What follows belongs to an exercise in optimizing a design on an open flow for small area and a short achievable clock period; a production flow would make more cautious choices. In this exercise RTL edits were held to simulation tests only and were not proved equivalent to the original. Power is estimated from default activity; no workload was simulated.

==> design/flow/design.v <==
module Disp2cNum(input enable, input signed [7:0]x, output [6:0]H0, H1, H2, H3);
	wire neg = (x < 0);
	wire [7:0] ux = neg ? -x : x;
	wire [7:0] xo0, xo1, xo2, xo3;
	wire eno0, eno1, eno2, eno3;
    DispDec dd0(.x(ux), .neg(neg), .enable(enable), .xo(xo0), .eno(eno0), .segs(H0));
    DispDec dd1(.x(xo0), .neg(neg), .enable(eno0), .xo(xo1), .eno(eno1), .segs(H1));
    DispDec dd2(.x(xo1), .neg(neg), .enable(eno1), .xo(xo2), .eno(eno2), .segs(H2));
    DispDec dd3(.x(xo2), .neg(neg), .enable(eno2), .xo(xo3), .eno(eno3), .segs(H3));
endmodule
module DispDec(input [7:0] x, input neg, enable, output reg [7:0] xo, output reg eno, 
					output [6:0] segs);
	wire [3:0] digit = x % 10;   
	wire n = (neg) && (x == 0);   
	SSeg converter(digit, n, enable, segs);
	always @(*) begin
		xo = x / 10;
		eno = (enable != 0) & ((xo != 0) | ((neg)&&(x != 0)));   
	end
endmodule
module DispHex(input [7:0]x, output [6:0]H0, H1);
	SSeg disp0(.bin(x[3:0]), .neg(1'b0), .enable(1'b1), .segs(H0));
   SSeg disp1(.bin(x[7:4]), .neg(1'b0), .enable(1'b1), .segs(H1));
endmodule
module SSeg(input [3:0] bin, input neg, input enable, output reg [6:0] segs);
	always @(*)
		if (enable) begin
			if (neg) segs = 7'b011_1111;
			else begin
				case (bin)
					0: segs = 7'b100_0000;
					1: segs = 7'b111_1001;
					2: segs = 7'b010_0100;
					3: segs = 7'b011_0000;
					4: segs = 7'b001_1001;
					5: segs = 7'b001_0010;
					6: segs = 7'b000_0010;
					7: segs = 7'b111_1000;
					8: segs = 7'b000_0000;
					9: segs = 7'b001_1000;
					10: segs = 7'b000_1000;
					11: segs = 7'b000_0011;
					12: segs = 7'b100_0110;
					13: segs = 7'b010_0001;
					14: segs = 7'b000_0110;
					15: segs = 7'b000_1110;
				endcase
			end
		end
		else segs = 7'b111_1111;
endmodule
module DetectFallingEdge(input clk, x, output y);
    reg buff;
    always @(posedge clk) begin
        buff <= x;
    end
	 assign y = buff && ~x; 
endmodule
module MyComputer(
	input Clock,
	output [9:0] LEDR,
	input [9:0] SW,
	input [3:0] KEY,
	output [6:0] HEX0,
	output [6:0] HEX1,
	output [6:0] HEX2,
	output [6:0] HEX3,
	output [6:0] HEX4,
	output [6:0] HEX5
);
	reg rs1, rs2, rst;
	reg [4:0] dcnt;
	always @(posedge Clock) begin
		rs1 <= SW[9];
		rs2 <= rs1;
		dcnt <= ((rst == rs2) | (dcnt == 5'd29)) ? 5'd0 : dcnt + 5'd1;
		if (dcnt == 5'd29) rst <= !rst;
	end
	reg ts1, turbo;
	reg [7:0] ds1, din;
	reg [3:0] ks1, ks2, ks3;
	always @(posedge Clock) begin
		ts1 <= SW[8];
		turbo <= ts1;
		ds1 <= SW[7:0];
		din <= ds1;
		ks1 <= {KEY[3], ~KEY[2:0]};
		ks2 <= ks1;
		ks3 <= ks2;
	end
	wire [3:0] pb = ks3 & ~ks2;
	reg [7:0] cnt;
	always @(posedge Clock)
		cnt <= rst ? 8'd1 : (cnt == 8'd250) ? 8'd0 : cnt + 8'd1;
	wire go = !rst && ((cnt == 8'd0) || turbo);
	reg [6:0] ip, ipo;
	reg [7:0] s0, s1, s2, s3;    
	reg [3:0] sz;                
	reg sz5;                     
	reg [7:0] dinp;
	reg [7:0] dout;
	reg [7:0] gout;              
	reg [5:0] flag;
	wire sz0 = (sz == 4'd0);
	wire fz = (flag == 6'd0);
	wire [8:0] sum = {s0[7], s0} + {s1[7], s1};
	wire sum_ov = sum[8] ^ sum[7];
	wire signed [15:0] prod = $signed(s0) * $signed(s1);
	wire prod_ov = (prod[15:7] != 9'd0) && (prod[15:7] != 9'h1ff);
	reg [6:0] nip;
	always @(*) begin
		nip = ip + 7'd1;
		case (ip)
			7'd7, 7'd14, 7'd42, 7'd64, 7'd97, 7'd114: nip = 7'd10;
			7'd30, 7'd33, 7'd83: nip = 7'd110;
			7'd10: if (flag[3]) nip = 7'd20;
			7'd11: if (flag[2]) nip = 7'd50;
			7'd12: if (flag[1]) nip = 7'd70;
			7'd13: if (flag[0]) nip = 7'd90;
			7'd25: if (sz[3]) nip = 7'd40;
			7'd28: if (sz0) nip = 7'd31;
			7'd50, 7'd62, 7'd71, 7'd90: if (sz0) nip = 7'd10;
			7'd72: if (sz == 4'd1) nip = 7'd10;
			7'd75: if (fz) nip = 7'd78;
			7'd81: if (fz) nip = 7'd83;
			7'd101: if (fz) nip = 7'd104;
			7'd108: if (fz) nip = 7'd110;
			7'd92: if (sz[1]) nip = 7'd100;
			7'd93: if (sz[2]) nip = 7'd100;
			7'd94: if (sz[3]) nip = 7'd100;
			default: ;
		endcase
	end
	always @(posedge Clock) begin
		ipo <= ip;
		if (go) begin
			ip <= nip;
			case (ip)
				7'd0: gout <= 8'd0;
				7'd1: s0 <= 8'd0;
				7'd2: s1 <= 8'd0;
				7'd3: s2 <= 8'd0;
				7'd4: s3 <= 8'd0;
				7'd5: begin sz <= 4'd0; sz5 <= 1'b0; end
				7'd6: dout <= 8'd0;
				7'd10: flag[3] <= 1'b0;
				7'd11: flag[2] <= 1'b0;
				7'd12: flag[1] <= 1'b0;
				7'd13: flag[0] <= 1'b0;
				7'd20: s3 <= s2;
				7'd21: s2 <= s1;
				7'd22: s1 <= s0;
				7'd23: s0 <= dinp;
				7'd24: dout <= s0;
				7'd26: gout[4] <= 1'b0;
				7'd27: gout[5] <= 1'b0;
				7'd29: begin flag[5] <= 1'b0; sz <= {sz[2:0], 1'b0}; end
				7'd31: begin flag[5] <= sz[0]; sz <= {1'b0, sz[3:1]}; end
				7'd32: sz <= 4'd1;
				7'd40: gout[4] <= 1'b1;
				7'd41: gout[5] <= 1'b0;
				7'd51: gout[4] <= 1'b0;
				7'd52: gout[5] <= 1'b0;
				7'd53: s0 <= s1;
				7'd54: s1 <= s2;
				7'd55: s2 <= s3;
				7'd56: begin flag[5] <= sz[0]; sz <= {1'b0, sz[3:1]}; end
				7'd58: gout <= {1'b1, 1'b0, sz5, 1'b0, sz};
				7'd60: gout[7] <= 1'b0;
				7'd61: dout <= s0;
				7'd63: gout[7] <= 1'b1;
				7'd70: gout[5] <= 1'b0;
				7'd73: begin s0 <= sum[7:0]; flag[4] <= sum_ov; end
				7'd74: dout <= s0;
				7'd76: gout[5] <= 1'b1;
				7'd77: gout[4] <= 1'b0;
				7'd78: s1 <= s2;
				7'd79: s2 <= s3;
				7'd80: begin flag[5] <= sz[0]; sz <= {1'b0, sz[3:1]}; end
				7'd82: sz5 <= 1'b1;
				7'd91: gout[5] <= 1'b0;
				7'd95: s0 <= 8'd0;
				7'd96: dout <= 8'd0;
				7'd100: begin s0 <= prod[7:0]; flag[4] <= prod_ov; end
				7'd102: gout[5] <= 1'b1;
				7'd103: gout[4] <= 1'b0;
				7'd104: dout <= s0;
				7'd105: s1 <= s2;
				7'd106: s2 <= s3;
				7'd107: begin flag[5] <= sz[0]; sz <= {1'b0, sz[3:1]}; end
				7'd109: sz5 <= 1'b1;
				7'd111: gout <= {1'b1, 1'b0, sz5, 1'b0, sz};
				7'd113: sz5 <= 1'b0;
				default: ;
			endcase
		end
		if (rst) begin
			ip <= 7'd0;
			flag <= 6'd0;
		end else begin
			if (pb[0]) flag[0] <= 1'b1;
			if (pb[1]) flag[1] <= 1'b1;
			if (pb[2]) flag[2] <= 1'b1;
			if (pb[3]) begin flag[3] <= 1'b1; dinp <= din; end
		end
	end
	assign LEDR = {flag[5], flag[4], flag[3], go, gout[5:0]};
	Disp2cNum dnum(.enable(gout[7]), .x(dout), .H0(HEX0), .H1(HEX1), .H2(HEX2), .H3(HEX3));
	SSeg hx0(.bin(ipo[3:0]), .neg(1'b0), .enable(1'b1), .segs(HEX4));
	SSeg hx1(.bin({1'b0, ipo[6:4]}), .neg(1'b0), .enable(1'b1), .segs(HEX5));
endmodule
==> design/flow/run.sh <==
#!/bin/bash
# synth_recipe.tcl (not shown) runs the flow's synth.tcl, then flattens the netlist and writes it again
# the make line also repeats each setting of config.mk as NAME=value (left out here)
make -C /OpenROAD-flow-scripts/flow DESIGN_CONFIG=/design/flow/config.mk WORK_HOME=/design/flow/orfs CLKGATE_MAP_FILE= SYNTH_SCRIPT=/design/flow/synth_recipe.tcl finish
==> design/flow/config.mk <==
export PLATFORM = sky130hd
export DESIGN_NAME = MyComputer
export DESIGN_NICKNAME = MyComputer
export VERILOG_FILES = /design/flow/design.v
export SDC_FILE = /design/flow/constraint.sdc
export NUM_CORES = 4
export LEC_CHECK = 0
export CAP_MARGIN = 20
export CORE_MARGIN = 2
export CORE_UTILIZATION = 40
export PLACE_DENSITY = 0.6
export SLEW_MARGIN = 20
==> design/flow/constraint.sdc <==
create_clock -name core_clock -period 11.0 [get_ports {Clock}]
set_input_delay 2.2000 -clock core_clock [delete_from_list [all_inputs] [get_ports {Clock}]]
set_output_delay 2.2000 -clock core_clock [all_outputs]
set_load 0.01 [all_outputs]
==> run summary <==
[placed cells by master (no fill, tap or decap), types with 40 or more instances in the layout]
cell	count
ha_1	71
a21oi_1	62
fa_1	56
nor2_1	104
nand2_1	92
inv_1	109
dfxtp_1	72
and2_1	63
o21ai_0	40
edfxtp_1	61
clkdlybuf4s50_1	59
[layout make-up]
| class | count | area [sq um] | share of cell area |
|---|---|---|---|
| Timing Repair Buffer | 65 | 636 | 0.0533 |
| Multi-Input combinational cell | 879 | 6580 | 0.551 |
| Inverter | 112 | 420 | 0.0352 |
| Clock buffer | 17 | 425 | 0.0357 |
| Sequential cell | 133 | 3270 | 0.274 |
| Clock inverter | 15 | 183 | 0.0153 |
| Tap cell | 335 | 419 | 0.0351 |
[logic make-up after synthesis]
group	synth area share
xor gates and xnor gates	0.0381
buffers and inverters	0.0699
muxes	0.00806
AOI/OAI and AO/OA	0.187
adders and majority gates	0.191
other	0.000355
and+or+nand+nor	0.195
DFF	0.310
[worst min-delay path by stage]
stage               cells after the start  slack (ps)      to  startpoint
global placement                        0         310  din[2]      ds1[2]
detailed placement                      0         310  din[0]      ds1[0]
finish                                  0         320  ks2[3]      ks1[3]
global route                            0         330  din[3]      ds1[3]
CTS                                     0         330  ks2[0]      ks1[0]
floorplan                               0         310  din[0]      ds1[0]
[stage by stage]
step | worst slack [ps] | utilization
3_5_place_dp | 1950 | 0.436
3_3_place_gp | 2150 | 0.436
2_1_floorplan | 3070 | -
5_1_grt | 846 | 0.459
4_1_cts | 1470 | 0.459
6_report | 1470 | 0.459
[power by group through the flow]
stage	combinational, uW	sequential, uW	clock (uW)
2_1_floorplan	92.5	550	0
3_3_place_gp	134	552	0
3_5_place_dp	134	552	0
4_1_cts	135	541	587
5_1_grt	151	543	609
6_report	136	541	573
[worst max-delay path, delay by kind of cell (launching register included)]
kind | cells | cell delay [ps]
compound gates | 7 | 2610
simple gates | 6 | 1440
fa+ha+maj | 3 | 790
buf+inv | 3 | 780
mux | 1 | 590
flops | 1 | 510
xor+xnor | 1 | 180
[state kept, by name (all words and copies together), names as in the netlist, 8 cells and up]
signal,flops
dinp,8
cnt,8
s2,8
s3,8
din,8
ds1,8
s0,8
s1,8
dout,8
[per-layer routing]
metal  vias to the layer above  wire length (um)
met1                      4209             12600
met5                         -                 0
met2                       305             12000
li1                       4206                 -
met3                        39              1680
met4                         0               397
==> out/qor.csv <==
stage,metric,value,unit
outcome,status,"complete, no violations",
yosys,synth_edf_count,61,
setup_path,crit_path_max_fanout,14,
worst_hold_path,hp-class,flop to flop,
timing,finalCritPeriodShare,0.866,
yosys,syn_inst,1175,
setup_path,worst-setup-path-type,flop to primary output,
pwr,leakagePower,0.00486,uW
yosys,syn_area_per_cell,8.99,sq um
floorplan,io_pins,67,
setup_path,reg2reg_depth,18,
route,drt_iter0_drc,603,
timing,setup_viol,0,
timing,final_hold_viol_count,0,
cts,clk-insertion-delay-late,420,ps
global_route,grt_pass1_wl,44400,um
finish,drive_above_1_share,0.0549,
global_route,groute.layer.met1.usage,0.276,
pwr,p_seq_frac,0.433,
finish,diodes,0,
yosys,synth.top_cell.area_share,0.173,
route,wire_per_inst,17.2,um
timing,period_needed,9530,ps
yosys,async_flop_share,0,
yosys,synth_common_cells,"inv_1, nor2_1, nand2_1",
pwr,comb_power_share,0.109,
cts,h-tree-depth,4,
setup_path,cp_cell_sequence,"inv_1, ha_1, or3b_2, nor2_1, a21oi_1, o32ai_1, inv_1, ha_1, nand2b_1, xnor2_1, o22ai_1, a21oi_1, o32ai_1, nand2_1, ha_1, o31ai_1, nor2_1, a21oi_1, mux4_2, or2_1, clkdlybuf4s50_1",
cts,cts-resized-gates,0,
timing,timing.fmax,0.105,GHz
route,firstDrtPassIters,5,
placed_design,place.port_buffers,59,
floorplan,die_h,166,um
global_route,track_usage,0.196,
global_route,use_met3,0.0394,
placed_design,place_area,11300,sq um
yosys,synth.largest_area_cell,edfxtp_1,
floorplan,die_area,27700,sq um
yosys,yosys-top-cells-area,"edfxtp_1, dfxtp_1, fa_1",
global_route,antenna_found_initial,0,
cts,cts_buffer_depth,2,
timing,worst_pin_slew,954,ps
cts,cts_buffers,17,
floorplan,die_w,166,um
setup_path,crit_path_top_delay_cell,a21oi_1,
pwr,p_int,914,uW
global_route,grt_pass1_vias,8531,
timing,fin_setup_tns,0,ps
yosys,yosysMostFrequentCell,inv_1,
setup_path,crit_path_start,dout[0],
finish,syn_to_final_growth,13.0,%
floorplan,core,26000,sq um
finish,layoutNonFillerInstCount,1556,
setup_path,reg2reg_slack,5250,ps
route,postRouteAntennaNets,0,
cts,clk_pin_slew,60,ps
setup_path,critical_path_arrival,7330,ps
yosys,synth.cell_area,10600,sq um
placed_design,gp_congestion,0.944,
cts,cts_tree,built,
timing,whs,325,ps
timing,clock_skew,8.04,ps
floorplan,start_util,0.406,
placed_design,dp_cells,1524,
setup_path,critical_path.endpoint_type,primary output,
yosys,ys_types,90,
setup_path,slowest_delay,780,ps
yosys,synth_ff_type,dfxtp_1,
cts,root_buffer,clkbuf_16,
finish,layout.nets,1350,
placed_design,dp_hpwl,20200,um
floorplan,num_rows,59,
route,vias,8759,
global_route,grt_max_degree,32,
flow_run,drv_cap,0,
pwr,p_switching,337,uW
timing,slew_violations,0,
cts,hold_buffers,0,
route,drc,0,
pwr,ir_worst_vdd,0.102,mV
global_route,grt-busiest-layer,met2,
setup_path,r2r-start,s1[7],
pwr,switching_share,0.269,
setup_path,start_kind,flop,
global_route,use_met2,0.304,
finish,fillers,2509,
yosys,ys_seq_area_frac,0.310,
cts,clock_sinks,133,
pwr,p_per_area,105,nW/um^2
timing,rsz0062_at_grt,false,
cts,post_cts_buffers,0,
yosys,synth-seq-cells,133,
pwr,finalPower,1250,uW
setup_path,crit_path_end,HEX1[3],
setup_path,required,8800,ps
yosys,ys.warnings.count,3,
setup_path,reg2reg_to,flag[4],
global_route,overflow,0,
timing,slew_headroom,0.364,
finish,design_area,11900,sq um
pwr,clockPowerShare,0.458,
route,routed_wl,26700,um
route,vias_per_cell,5.63,

-- port drivers added, routing unchanged --
Ports are ideal in the flow. The routed layout listed here was re-timed in OpenROAD.
Step 1 (the two cells are an assumption about what drives the block):
set clk [get_ports {Clock}]
set_driving_cell -lib_cell sky130_fd_sc_hd__clkbuf_16 $clk
set_driving_cell -lib_cell sky130_fd_sc_hd__buf_2 [delete_from_list [all_inputs] $clk]
Step 2 also shifts input and output timing later by t, the mid clock arrival at the registers, as if the neighbouring blocks saw the same clock.
Slacks: ideal ports / drivers / drivers and shift; pairs: ideal ports / drivers.
t, ns: 0.465
setup WS [ns]: 1.474 / 1.427 / 1.892
hold slack, ns: 0.325 / 0.325 / 0.325
cell pins on the clock port's net: 1
After both steps this run still meets setup and hold. The setup slack of this run moves by -0.047 ns with the drivers and by +0.418 ns with both steps.
